Source: an optimization exercise on an open RTL-to-GDS flow (aim: small area, a short achievable clock period and few clock cycles). Production flows keep margins and buffers that such runs may drop. Power is estimated from default activity; no workload was simulated.

==> ember: inputs <==
==> flow/design.v (excerpt) <==
module engine (
   input                      clk,
   input                      rst,
   output                     done,
   input    [63:0]            num_rows_in,
   input    [63:0]            rows_size_in,
   input    [63:0]            row_start_in,
   input    [63:0]            row_skip_in,
   input    [63:0]            hash_table_mask,
   input                      row_rq_stall_in,
   output                     row_rq_vld_out,
   output   [47:0]            row_rq_vadr_out,
   output                     row_rs_stall_out,
   input                      row_rs_vld_in,
   input    [63:0]            row_rs_data_in,
   input                      ll_afull_in,
   output                     ll_write_en_out,
   output   [47:0]            ll_address_out,
   output   [63:0]            ll_payload_out,
   input                      ht_rq_afull_in,
   output                     ht_rq_read_en_out,
   output   [47:0]            ht_rq_address_out,
   output   [63:0]            ht_rq_data_out,
   output                     ht_rs_afull_out,
   input                      ht_rs_write_en_in,
   input    [63:0]            ht_rs_data_in,
   input                      ll_update_afull_in,
   output                     ll_update_write_en_out,
   output   [47:0]            ll_update_addr_out,
   output   [63:0]            ll_update_data_out,
   input                      ll_rs_write_en_in
);
export LEC_CHECK = 0
export CAP_MARGIN = 20
export CORE_MARGIN = 2
export CORE_UTILIZATION = 40
export SLEW_MARGIN = 20
create_clock -name core_clock -period 11.0 [get_ports {clk}]
run.sh (not shown) runs the stock make flow with config.mk's settings and CLKGATE_MAP_FILE= SYNTH_SCRIPT=/design/flow/synth_recipe.tcl, a recipe that flattens the netlist after the stock synthesis.
==> inputs of xenon, as changes to ember <==
--- a/flow/design.v
+++ b/flow/design.v
@@ -77,62 +77,46 @@
       end
    end
    assign row_rq_vld_out  = rq_s;
    assign row_rq_vadr_out = {3'd0, badr_a[47:3]};
    wire  [31:0]               key_s  = row_rs_data_in[63:32];
    wire  [31:0]               prod_s = 32'h24820C8D * key_s;
    wire  [30:0]               hash_s = prod_s[30:0];
-   reg                        lv0, lv1;
-   reg   [63:0]               ld0, ld1;
-   wire                       ll_fire = lv0 && !ll_afull_in;
-   reg                        hv0, hv1;
-   reg   [30:0]               hd0, hd1;
+   wire                       push_s = row_rs_vld_in;
+   reg                        lv0;
+   reg   [63:0]               ld0;
+   wire                       ll_fire = (lv0 || push_s) && !ll_afull_in;
+   wire                       lv0_nx  = (lv0 || push_s) && !ll_fire;
+   always @(posedge clk)
+      if (!lv0) ld0 <= row_rs_data_in;
+   reg                        hv0, hv1, hv2;
+   reg   [30:0]               hd0, hd1, hd2;
    wire                       ht_fire = hv0 && !ht_rq_afull_in;
-   wire                       push_s  = row_rs_vld_in;
    always @(posedge clk) begin
-      if (ll_fire) begin
-         ld0 <= lv1 ? ld1 : row_rs_data_in;
-         if (lv1) ld1 <= row_rs_data_in;
-      end else if (push_s) begin
-         if (!lv0) ld0 <= row_rs_data_in;
-         else      ld1 <= row_rs_data_in;
-      end
       if (ht_fire) begin
          hd0 <= hv1 ? hd1 : hash_s;
-         if (hv1) hd1 <= hash_s;
+         hd1 <= hv2 ? hd2 : hash_s;
+         hd2 <= hash_s;
       end else if (push_s) begin
-         if (!hv0) hd0 <= hash_s;
-         else      hd1 <= hash_s;
+         if (!hv0)      hd0 <= hash_s;
+         else if (!hv1) hd1 <= hash_s;
+         else           hd2 <= hash_s;
       end
    end
-   reg                        lv0_nx, lv1_nx, hv0_nx, hv1_nx;
-   always @* begin
-      if (ll_fire) begin
-         lv0_nx = lv1 || push_s;
-         lv1_nx = lv1 && push_s;
-      end else begin
-         lv0_nx = lv0 || push_s;
-         lv1_nx = lv1 || (lv0 && push_s);
-      end
-      if (ht_fire) begin
-         hv0_nx = hv1 || push_s;
-         hv1_nx = hv1 && push_s;
-      end else begin
-         hv0_nx = hv0 || push_s;
-         hv1_nx = hv1 || (hv0 && push_s);
-      end
-   end
+   wire                       hv0_nx = ht_fire ? (hv1 || push_s) : (hv0 || push_s);
+   wire                       hv1_nx = ht_fire ? (hv2 || (hv1 && push_s)) : (hv1 || (hv0 && push_s));
+   wire                       hv2_nx = ht_fire ? (hv2 && push_s) : (hv2 || (hv1 && push_s));
    reg                        row_stall_r;
    always @(posedge clk) begin
       if (rst) begin
-         lv0 <= 1'b0; lv1 <= 1'b0; hv0 <= 1'b0; hv1 <= 1'b0;
+         lv0 <= 1'b0; hv0 <= 1'b0; hv1 <= 1'b0; hv2 <= 1'b0;
          row_stall_r <= 1'b0;
       end else begin
-         lv0 <= lv0_nx; lv1 <= lv1_nx; hv0 <= hv0_nx; hv1 <= hv1_nx;
-         row_stall_r <= lv1_nx || hv1_nx;
+         lv0 <= lv0_nx; hv0 <= hv0_nx; hv1 <= hv1_nx; hv2 <= hv2_nx;
+         row_stall_r <= lv0_nx || hv2_nx;
       end
    end
    assign row_rs_stall_out = row_stall_r;
    reg   [46:0]               idx_l;       
    reg   [63:0]               idx_h;       
    always @(posedge clk) begin
       if (rst) begin
@@ -141,15 +125,15 @@
       end else begin
          if (ll_fire) idx_l <= idx_l + row_skip_in[46:0];
          if (ht_fire) idx_h <= idx_h + row_skip_in;
       end
    end
    assign ll_write_en_out    = ll_fire;
    assign ll_address_out     = {idx_l, 1'b0};
-   assign ll_payload_out     = ld0;
+   assign ll_payload_out     = lv0 ? ld0 : row_rs_data_in;
    assign ht_rq_read_en_out  = ht_fire;
    assign ht_rq_address_out  = {17'd0, hd0 & hash_table_mask[30:0]};
    assign ht_rq_data_out     = idx_h;
    reg                        uv0;
    reg   [63:0]               ud0;
    wire                       u_vld   = uv0 || ht_rs_write_en_in;
    wire                       u_fire  = u_vld && !ll_update_afull_in;
- ABC_CLOCK_PERIOD_IN_PS: unset -> 5000
- SETUP_SLACK_MARGIN: unset -> 5
==> run notes <==
Synth cell types 88; sequential cell area share 27.2%; initial antenna violation count 65; status complete, no violations; CP endpoint badr_a[47]; post-route design area 63200 µm²; VDD IR-drop max 0.205 mV; Die ar. 131000 µm²; commonest non-fill, non-tap cells in the layout clkdlybuf4s50_1 (775), ha_1 (604), edfxtp_1 (515), nand2_1 (418), inv_1 (390); Post-Route WL 178000 µm; Logic inverters 392; Seq power 3.61 mW; switching share of power 38.5%; Final Util 49.7%; initial core utilization 40.2%; post-synthesis simple-gate area fraction 11.7%
[end of results for ember]
==> run notes <==
post-synthesis simple-gate area fraction 13.4%; Compound-Gate Fraction of Synth Area 19.0%; status complete, no violations; Comb. pwr 10.6 mW; Synth cell types 112; CTS sink count 569; Die ar. 130000 µm²; setup repair bufs after CTS 136; switching share of power 41.7%; Sequential cell area 15600 µm²; post-route design area 66700 µm²; commonest non-fill, non-tap cells in the layout clkdlybuf4s50_1 (623), ha_1 (518), nand2_1 (437), edfxtp_1 (418), o21ai_0 (347); Seq power 3.67 mW; Logic inverters 368; VDD IR-drop max 0.315 mV; Final Util 53.1%; crit-path cells buf_6 -> ha_4 -> inv_2 -> fa_2 -> inv_2 -> ha_4 -> fa_1 -> ha_4 -> fa_1 -> fa_1 -> fa_1 -> ha_4 -> or3_4 -> buf_6 -> buf_6 -> nand2b_4 -> o211ai_1 -> a41oi_2 -> a21o_1 -> a21oi_2 -> xor2_2 -> o21ai_1; initial core utilization 40.3%; Post-Route WL 197000 µm; sequential cell area share 23.4%; initial antenna violation count 84; top-count cell post-synth ha_1
[end of results for xenon]
Function was not checked in any run of this note: the RTL went through the layout flow alone.


==> build 36 <==
==> flow/design.v <==
`timescale 1 ns / 1 ps
module engine (
   input                      clk,
   input                      rst,
   output                     done,
   input    [63:0]            num_rows_in,
   input    [63:0]            rows_size_in,
   input    [63:0]            row_start_in,
   input    [63:0]            row_skip_in,
   input    [63:0]            hash_table_mask,
   input                      row_rq_stall_in,
   output                     row_rq_vld_out,
   output   [47:0]            row_rq_vadr_out,
   output                     row_rs_stall_out,
   input                      row_rs_vld_in,
   input    [63:0]            row_rs_data_in,
   input                      ll_afull_in,
   output                     ll_write_en_out,
   output   [47:0]            ll_address_out,
   output   [63:0]            ll_payload_out,
   input                      ht_rq_afull_in,
   output                     ht_rq_read_en_out,
   output   [47:0]            ht_rq_address_out,
   output   [63:0]            ht_rq_data_out,
   output                     ht_rs_afull_out,
   input                      ht_rs_write_en_in,
   input    [63:0]            ht_rs_data_in,
   input                      ll_update_afull_in,
   output                     ll_update_write_en_out,
   output   [47:0]            ll_update_addr_out,
   output   [63:0]            ll_update_data_out,
   input                      ll_rs_write_en_in
);
   wire  [47:0]               size_s = rows_size_in[47:0];
   wire  [47:0]               ss_s   = row_start_in[47:0] | row_skip_in[47:0];
   reg   [5:0]                msb_s;
   integer                    j;
   always @* begin
      msb_s = 6'd0;
      for (j = 0; j < 48; j = j + 1)
         if (ss_s[j]) msb_s = j[5:0];
   end
   reg   [5:0]                bit_a;       
   reg                        last_a;      
   reg                        sbit_a, kbit_a;
   reg                        init_a;      
   reg   [47:0]               badr_a;      
   reg   [47:0]               step_a;      
   wire  [5:0]                sel_a      = rst ? msb_s : bit_a;
   wire                       sbit_s     = row_start_in[sel_a];
   wire                       kbit_s     = row_skip_in[sel_a];
   reg   [63:0]               idx_a;
   reg                        more_a;
   reg                        primed_a;
   wire                       rq_s       = init_a && more_a && !row_rq_stall_in;
   wire  [47:0]               badr_op_a  = init_a ? badr_a : {badr_a[46:0], 1'b0};
   wire  [47:0]               badr_op_b  = init_a ? step_a : (sbit_a ? size_s : 48'd0);
   wire  [47:0]               badr_sum   = badr_op_a + badr_op_b;
   always @(posedge clk) begin
      if (rst || !init_a) begin
         sbit_a   <= sbit_s;
         kbit_a   <= kbit_s;
         last_a   <= (sel_a == 6'd0);
         bit_a    <= sel_a - 6'd1;
      end
      if (rst) begin
         init_a   <= 1'b0;
         badr_a   <= 48'd0;
         step_a   <= 48'd0;
      end else if (!init_a) begin
         badr_a   <= badr_sum;
         step_a   <= {step_a[46:0], 1'b0} + (kbit_a ? size_s : 48'd0);
         init_a   <= last_a;
      end else if (rq_s) begin
         badr_a   <= badr_sum;
      end
   end
   always @(posedge clk) begin
      if (rst) begin
         idx_a    <= row_start_in;
         more_a   <= 1'b0;
         primed_a <= 1'b0;
      end else if (!primed_a || rq_s) begin
         idx_a    <= idx_a + row_skip_in;
         more_a   <= idx_a < num_rows_in;
         primed_a <= 1'b1;
      end
   end
   assign row_rq_vld_out  = rq_s;
   assign row_rq_vadr_out = {3'd0, badr_a[47:3]};
   wire                       push_s = row_rs_vld_in;
   reg                        lv0;
   reg   [63:0]               ld0;
   wire                       ll_fire = (lv0 || push_s) && !ll_afull_in;
   wire                       lv0_nx  = (lv0 || push_s) && !ll_fire;
   always @(posedge clk)
      if (!lv0) ld0 <= row_rs_data_in;
   reg                        kv;
   reg   [31:0]               kd;
   reg                        hv0, hv1;
   reg   [30:0]               hd0, hd1;
   wire                       ht_fire = hv0 && !ht_rq_afull_in;
   wire                       k_move  = kv && (!hv1 || ht_fire);
   always @(posedge clk)
      if (push_s) kd <= row_rs_data_in[63:32];
   wire  [31:0]               prod_s = 32'h24820C8D * kd;
   wire  [30:0]               hash_s = prod_s[30:0] & hash_table_mask[30:0];
   always @(posedge clk) begin
      if (ht_fire) begin
         hd0 <= hv1 ? hd1 : hash_s;
         hd1 <= hash_s;
      end else if (kv) begin
         if (!hv0)      hd0 <= hash_s;
         else if (!hv1) hd1 <= hash_s;
      end
   end
   wire                       hv0_nx = ht_fire ? (hv1 || kv) : (hv0 || kv);
   wire                       hv1_nx = ht_fire ? (hv1 && kv) : (hv1 || (hv0 && kv));
   wire                       kv_nx  = push_s || (kv && !k_move);
   reg                        row_stall_r;
   always @(posedge clk) begin
      if (rst) begin
         lv0 <= 1'b0; kv <= 1'b0; hv0 <= 1'b0; hv1 <= 1'b0;
         row_stall_r <= 1'b0;
      end else begin
         lv0 <= lv0_nx; kv <= kv_nx; hv0 <= hv0_nx; hv1 <= hv1_nx;
         row_stall_r <= lv0_nx || (kv_nx && hv1_nx);
      end
   end
   assign row_rs_stall_out = row_stall_r;
   reg   [46:0]               idx_l;       
   reg   [63:0]               idx_h;       
   always @(posedge clk) begin
      if (rst) begin
         idx_l <= row_start_in[46:0];
         idx_h <= row_start_in;
      end else begin
         if (ll_fire) idx_l <= idx_l + row_skip_in[46:0];
         if (ht_fire) idx_h <= idx_h + row_skip_in;
      end
   end
   assign ll_write_en_out    = ll_fire;
   assign ll_address_out     = {idx_l, 1'b0};
   assign ll_payload_out     = lv0 ? ld0 : row_rs_data_in;
   assign ht_rq_read_en_out  = ht_fire;
   assign ht_rq_address_out  = {17'd0, hd0};
   assign ht_rq_data_out     = idx_h;
   reg                        uv0;
   reg   [63:0]               ud0;
   wire                       u_vld   = uv0 || ht_rs_write_en_in;
   wire                       u_fire  = u_vld && !ll_update_afull_in;
   wire                       uv0_nx  = u_vld && !u_fire;
   reg   [46:0]               idx_u;
   reg                        ht_afull_r;
   always @(posedge clk) begin
      if (!uv0) ud0 <= ht_rs_data_in;
      if (rst) begin
         uv0        <= 1'b0;
         ht_afull_r <= 1'b0;
         idx_u      <= row_start_in[46:0];
      end else begin
         uv0        <= uv0_nx;
         ht_afull_r <= uv0_nx;
         if (u_fire) idx_u <= idx_u + row_skip_in[46:0];
      end
   end
   assign ht_rs_afull_out        = ht_afull_r;
   assign ll_update_write_en_out = u_fire;
   assign ll_update_addr_out     = {idx_u, 1'b1};
   assign ll_update_data_out     = uv0 ? ud0 : ht_rs_data_in;
   reg   [15:0]               inflight;
   always @(posedge clk) begin
      if (rst)
         inflight <= 16'd0;
      else if (rq_s && !ll_rs_write_en_in)
         inflight <= inflight + 16'd1;
      else if (!rq_s && ll_rs_write_en_in)
         inflight <= inflight - 16'd1;
   end
   assign done = primed_a && !more_a &&
                 (inflight == 16'd0 || (inflight == 16'd1 && ll_rs_write_en_in));
endmodule
==> flow/flow/run.sh <==
#!/bin/bash
# Layout: the standard flow (standard.sh: the standard synthesis, then
# ORFS floorplan to finish at the design's clock and constraints), with two
# changes to how the layout is optimised:
#  - the port buffers that buffer_ports inserts are buf_1 cells;
#  - repair_timing works towards a larger setup margin.
# make's full output goes to standard_finish.log in this folder.
set -uo pipefail
bash standard.sh \
   "BUFFER_PORTS_ARGS=-buffer_cell sky130_fd_sc_hd__buf_1" \
   SETUP_SLACK_MARGIN=6.0 \
   finish > standard_finish.log 2>&1
status=$?
tail -5 standard_finish.log
exit $status
==> flow/standard.sh <==
#!/bin/bash
# synth_recipe.tcl (not shown) runs the flow's synth.tcl, then flattens the netlist and writes it again
# the make line also repeats each setting of config.mk as NAME=value (left out here)
make -C /OpenROAD-flow-scripts/flow DESIGN_CONFIG=/design/flow/config.mk WORK_HOME=/design/flow/orfs CLKGATE_MAP_FILE= SYNTH_SCRIPT=/design/flow/synth_recipe.tcl "${@:-finish}"
==> flow/config.mk <==
export PLATFORM = sky130hd
export DESIGN_NAME = engine
export DESIGN_NICKNAME = engine
export VERILOG_FILES = /design/flow/design.v
export SDC_FILE = /design/flow/constraint.sdc
export NUM_CORES = 4
export LEC_CHECK = 0
export ABC_CLOCK_PERIOD_IN_PS = 5000
export CAP_MARGIN = 20
export CORE_MARGIN = 2
export CORE_UTILIZATION = 40
export SLEW_MARGIN = 20
==> flow/constraint.sdc <==
create_clock -name core_clock -period 11.0 [get_ports {clk}]
set_input_delay 2.2000 -clock core_clock [delete_from_list [all_inputs] [get_ports {clk}]]
set_output_delay 2.2000 -clock core_clock [all_outputs]
set_load 0.01 [all_outputs]
==> trial 91: changes against build 36 <==
==> flow/design.v, changed modules only <==
module engine (
   input                      clk,
   input                      rst,
   output                     done,
   input    [63:0]            num_rows_in,
   input    [63:0]            rows_size_in,
   input    [63:0]            row_start_in,
   input    [63:0]            row_skip_in,
   input    [63:0]            hash_table_mask,
   input                      row_rq_stall_in,
   output                     row_rq_vld_out,
   output   [47:0]            row_rq_vadr_out,
   output                     row_rs_stall_out,
   input                      row_rs_vld_in,
   input    [63:0]            row_rs_data_in,
   input                      ll_afull_in,
   output                     ll_write_en_out,
   output   [47:0]            ll_address_out,
   output   [63:0]            ll_payload_out,
   input                      ht_rq_afull_in,
   output                     ht_rq_read_en_out,
   output   [47:0]            ht_rq_address_out,
   output   [63:0]            ht_rq_data_out,
   output                     ht_rs_afull_out,
   input                      ht_rs_write_en_in,
   input    [63:0]            ht_rs_data_in,
   input                      ll_update_afull_in,
   output                     ll_update_write_en_out,
   output   [47:0]            ll_update_addr_out,
   output   [63:0]            ll_update_data_out,
   input                      ll_rs_write_en_in
);
   wire  [47:0]               size_s = rows_size_in[47:0];
   wire  [47:0]               ss_s   = row_start_in[47:0] | row_skip_in[47:0];
   reg   [5:0]                msb_s;
   integer                    j;
   always @* begin
      msb_s = 6'd0;
      for (j = 0; j < 48; j = j + 1)
         if (ss_s[j]) msb_s = j[5:0];
   end
   reg   [5:0]                bit_a;       
   reg                        took_a;      
   reg                        last_a;      
   reg                        sbit_a, kbit_a;
   reg                        init_a;      
   reg   [47:0]               badr_a;      
   reg   [47:0]               step_a;      
   reg   [63:0]               idx_a;
   reg                        more_a;
   reg                        primed_a;
   wire                       rq_s       = init_a && more_a && !row_rq_stall_in;
   wire  [47:0]               badr_op_a  = init_a ? badr_a : {badr_a[46:0], 1'b0};
   wire  [47:0]               badr_op_b  = init_a ? step_a : (sbit_a ? size_s : 48'd0);
   wire  [47:0]               badr_sum   = badr_op_a + badr_op_b;
   always @(posedge clk) begin
      if (rst) begin
         bit_a    <= msb_s;
         took_a   <= 1'b0;
         last_a   <= 1'b0;
         init_a   <= 1'b0;
         badr_a   <= 48'd0;
         step_a   <= 48'd0;
      end else if (!init_a) begin
         sbit_a   <= row_start_in[bit_a];
         kbit_a   <= row_skip_in[bit_a];
         last_a   <= (bit_a == 6'd0);
         bit_a    <= bit_a - 6'd1;
         took_a   <= 1'b1;
         if (took_a) begin
            badr_a <= badr_sum;
            step_a <= {step_a[46:0], 1'b0} + (kbit_a ? size_s : 48'd0);
            init_a <= last_a;
         end
      end else if (rq_s) begin
         badr_a   <= badr_sum;
      end
   end
   always @(posedge clk) begin
      if (rst) begin
         idx_a    <= row_start_in;
         more_a   <= 1'b0;
         primed_a <= 1'b0;
      end else if (!primed_a || rq_s) begin
         idx_a    <= idx_a + row_skip_in;
         more_a   <= idx_a < num_rows_in;
         primed_a <= 1'b1;
      end
   end
   assign row_rq_vld_out  = rq_s;
   assign row_rq_vadr_out = {3'd0, badr_a[47:3]};
   wire                       push_s = row_rs_vld_in;
   reg                        lv0;
   reg   [63:0]               ld0;
   wire                       ll_fire = (lv0 || push_s) && !ll_afull_in;
   wire                       lv0_nx  = (lv0 || push_s) && !ll_fire;
   always @(posedge clk)
      if (!lv0) ld0 <= row_rs_data_in;
   reg                        kv;
   reg   [31:0]               kd;
   always @(posedge clk)
      if (push_s) kd <= row_rs_data_in[63:32];
   wire  [31:0]               prod_s = 32'h24820C8D * kd;
   wire  [30:0]               hash_s = prod_s[30:0] & hash_table_mask[30:0];
   reg                        hv0, hv1, hv2;
   reg   [30:0]               hd0, hd1, hd2;
   wire                       ht_fire = hv0 && !ht_rq_afull_in;
   always @(posedge clk) begin
      if (ht_fire) begin
         hd0 <= hv1 ? hd1 : hash_s;
         hd1 <= hv2 ? hd2 : hash_s;
         hd2 <= hash_s;
      end else if (kv) begin
         if (!hv0)      hd0 <= hash_s;
         else if (!hv1) hd1 <= hash_s;
         else           hd2 <= hash_s;
      end
   end
   wire                       hv0_nx = ht_fire ? (hv1 || kv) : (hv0 || kv);
   wire                       hv1_nx = ht_fire ? (hv2 || (hv1 && kv)) : (hv1 || (hv0 && kv));
   wire                       hv2_nx = ht_fire ? (hv2 && kv) : (hv2 || (hv1 && kv));
   reg                        row_stall_r;
   always @(posedge clk) begin
      if (rst) begin
         lv0 <= 1'b0; kv <= 1'b0; hv0 <= 1'b0; hv1 <= 1'b0; hv2 <= 1'b0;
         row_stall_r <= 1'b0;
      end else begin
         lv0 <= lv0_nx; kv <= push_s; hv0 <= hv0_nx; hv1 <= hv1_nx; hv2 <= hv2_nx;
         row_stall_r <= lv0_nx || hv2_nx || (hv1_nx && push_s);
      end
   end
   assign row_rs_stall_out = row_stall_r;
   reg   [46:0]               idx_l;       
   reg   [63:0]               idx_h;       
   always @(posedge clk) begin
      if (rst) begin
         idx_l <= row_start_in[46:0];
         idx_h <= row_start_in;
      end else begin
         if (ll_fire) idx_l <= idx_l + row_skip_in[46:0];
         if (ht_fire) idx_h <= idx_h + row_skip_in;
      end
   end
   assign ll_write_en_out    = ll_fire;
   assign ll_address_out     = {idx_l, 1'b0};
   assign ll_payload_out     = lv0 ? ld0 : row_rs_data_in;
   assign ht_rq_read_en_out  = ht_fire;
   assign ht_rq_address_out  = {17'd0, hd0};
   assign ht_rq_data_out     = idx_h;
   reg                        uv0;
   reg   [63:0]               ud0;
   wire                       u_vld   = uv0 || ht_rs_write_en_in;
   wire                       u_fire  = u_vld && !ll_update_afull_in;
   wire                       uv0_nx  = u_vld && !u_fire;
   reg   [46:0]               idx_u;
   reg                        ht_afull_r;
   always @(posedge clk) begin
      if (!uv0) ud0 <= ht_rs_data_in;
      if (rst) begin
         uv0        <= 1'b0;
         ht_afull_r <= 1'b0;
         idx_u      <= row_start_in[46:0];
      end else begin
         uv0        <= uv0_nx;
         ht_afull_r <= uv0_nx;
         if (u_fire) idx_u <= idx_u + row_skip_in[46:0];
      end
   end
   assign ht_rs_afull_out        = ht_afull_r;
   assign ll_update_write_en_out = u_fire;
   assign ll_update_addr_out     = {idx_u, 1'b1};
   assign ll_update_data_out     = uv0 ? ud0 : ht_rs_data_in;
   reg   [15:0]               inflight;
   always @(posedge clk) begin
      if (rst)
         inflight <= 16'd0;
      else if (rq_s && !ll_rs_write_en_in)
         inflight <= inflight + 16'd1;
      else if (!rq_s && ll_rs_write_en_in)
         inflight <= inflight - 16'd1;
   end
   assign done = primed_a && !more_a &&
                 (inflight == 16'd0 || (inflight == 16'd1 && ll_rs_write_en_in));
endmodule
==> flow/run.sh (new file) <==
#!/bin/bash
# synth_recipe.tcl (not shown) runs the flow's synth.tcl, then flattens the netlist and writes it again
# the make line also repeats each setting of config.mk as NAME=value (left out here)
make -C /OpenROAD-flow-scripts/flow DESIGN_CONFIG=/design/flow/config.mk WORK_HOME=/design/flow/orfs CLKGATE_MAP_FILE= SYNTH_SCRIPT=/design/flow/synth_recipe.tcl finish
Settings changed: SETUP_SLACK_MARGIN set to 5.
removed: flow/flow/run.sh
removed: flow/standard.sh
==> run notes <==
Run status: trial 91 no timing/DRC/antenna violations; build 36 no timing/DRC/antenna violations
Post-placement setup slack: trial 91 4127 ps; build 36 3873 ps
Complex-gate fraction of the synthesized area: trial 91 20.68%; build 36 20.15%
Effective utilization at floorplan: trial 91 40.34%; build 36 40.42%
Vias in the first global route: trial 91 43460; build 36 41490
Area of the multi-input gates: trial 91 0.03216 sq mm; build 36 0.03288 sq mm
CP Buf/Inv Count: trial 91 1; build 36 6
Share of synthesized cell area in and, or, nand and nor gates: trial 91 12.44%; build 36 13.15%
Register Area: trial 91 0.01569 sq mm; build 36 0.01472 sq mm
Relative contribution of combinational cells to total power: trial 91 63.4%; build 36 62.9%
Latest clock arrival within the worst-skew pair: trial 91 700 ps; build 36 670 ps
Number of buffers added for setup after CTS: trial 91 47; build 36 70
Number of gates on the worst path with buffers counted: trial 91 12; build 36 27
Fraction of standard cell area that is sequential: trial 91 24.95%; build 36 25.22%
Post-Syn Instances: trial 91 5439; build 36 5277
Nets: trial 91 7283; build 36 7215
Signal buffers: trial 91 877; build 36 941
Share of the clock period used by the worst path: trial 91 54.40%; build 36 55.58%
Function was not checked in any run of this note: the RTL went through the layout flow alone.

-- what the ideal ports hide --
The results above use ideal ports. As a check the final layouts listed here were re-extracted and re-timed, cells and wires unchanged. Step 1 (the two cells are an assumption about what drives the block):
set clk [get_ports {clk}]
set_driving_cell -lib_cell sky130_fd_sc_hd__clkbuf_16 $clk
set_driving_cell -lib_cell sky130_fd_sc_hd__buf_2 [delete_from_list [all_inputs] $clk]
Step 2 moves the port delays by t, midway between the first and last clock arrival at a register: inputs arrive t later, outputs are due t later. That takes back most of the time a late clock gives input paths. a / b / c = ideal ports / drivers / drivers and shift; a / b = the first two.
| run | t, ns | slack for setup (ns) | hold slack, ns | worst register clock-pin slew, ns |
|---|---|---|---|---|
| ember | 0.750 | 2.256 / 2.261 / 1.511 | 0.471 / 0.471 / 0.471 | 0.07 / 0.07 |
| xenon | 0.763 | 3.802 / 3.828 / 3.065 | 0.471 / 0.471 / 0.471 | 0.07 / 0.07 |
| build 36 | 0.742 | 4.886 / 4.886 / 4.886 | 0.466 / 0.466 / 0.466 | 0.06 / 0.06 |
| trial 91 | 0.760 | 5.016 / 5.031 / 4.308 | 0.468 / 0.468 / 0.468 | 0.06 / 0.06 |
After both steps every run listed still meets setup and hold. The setup slack of ember, which loses most, moves by +0.005 ns with the drivers and by -0.745 ns with both steps.
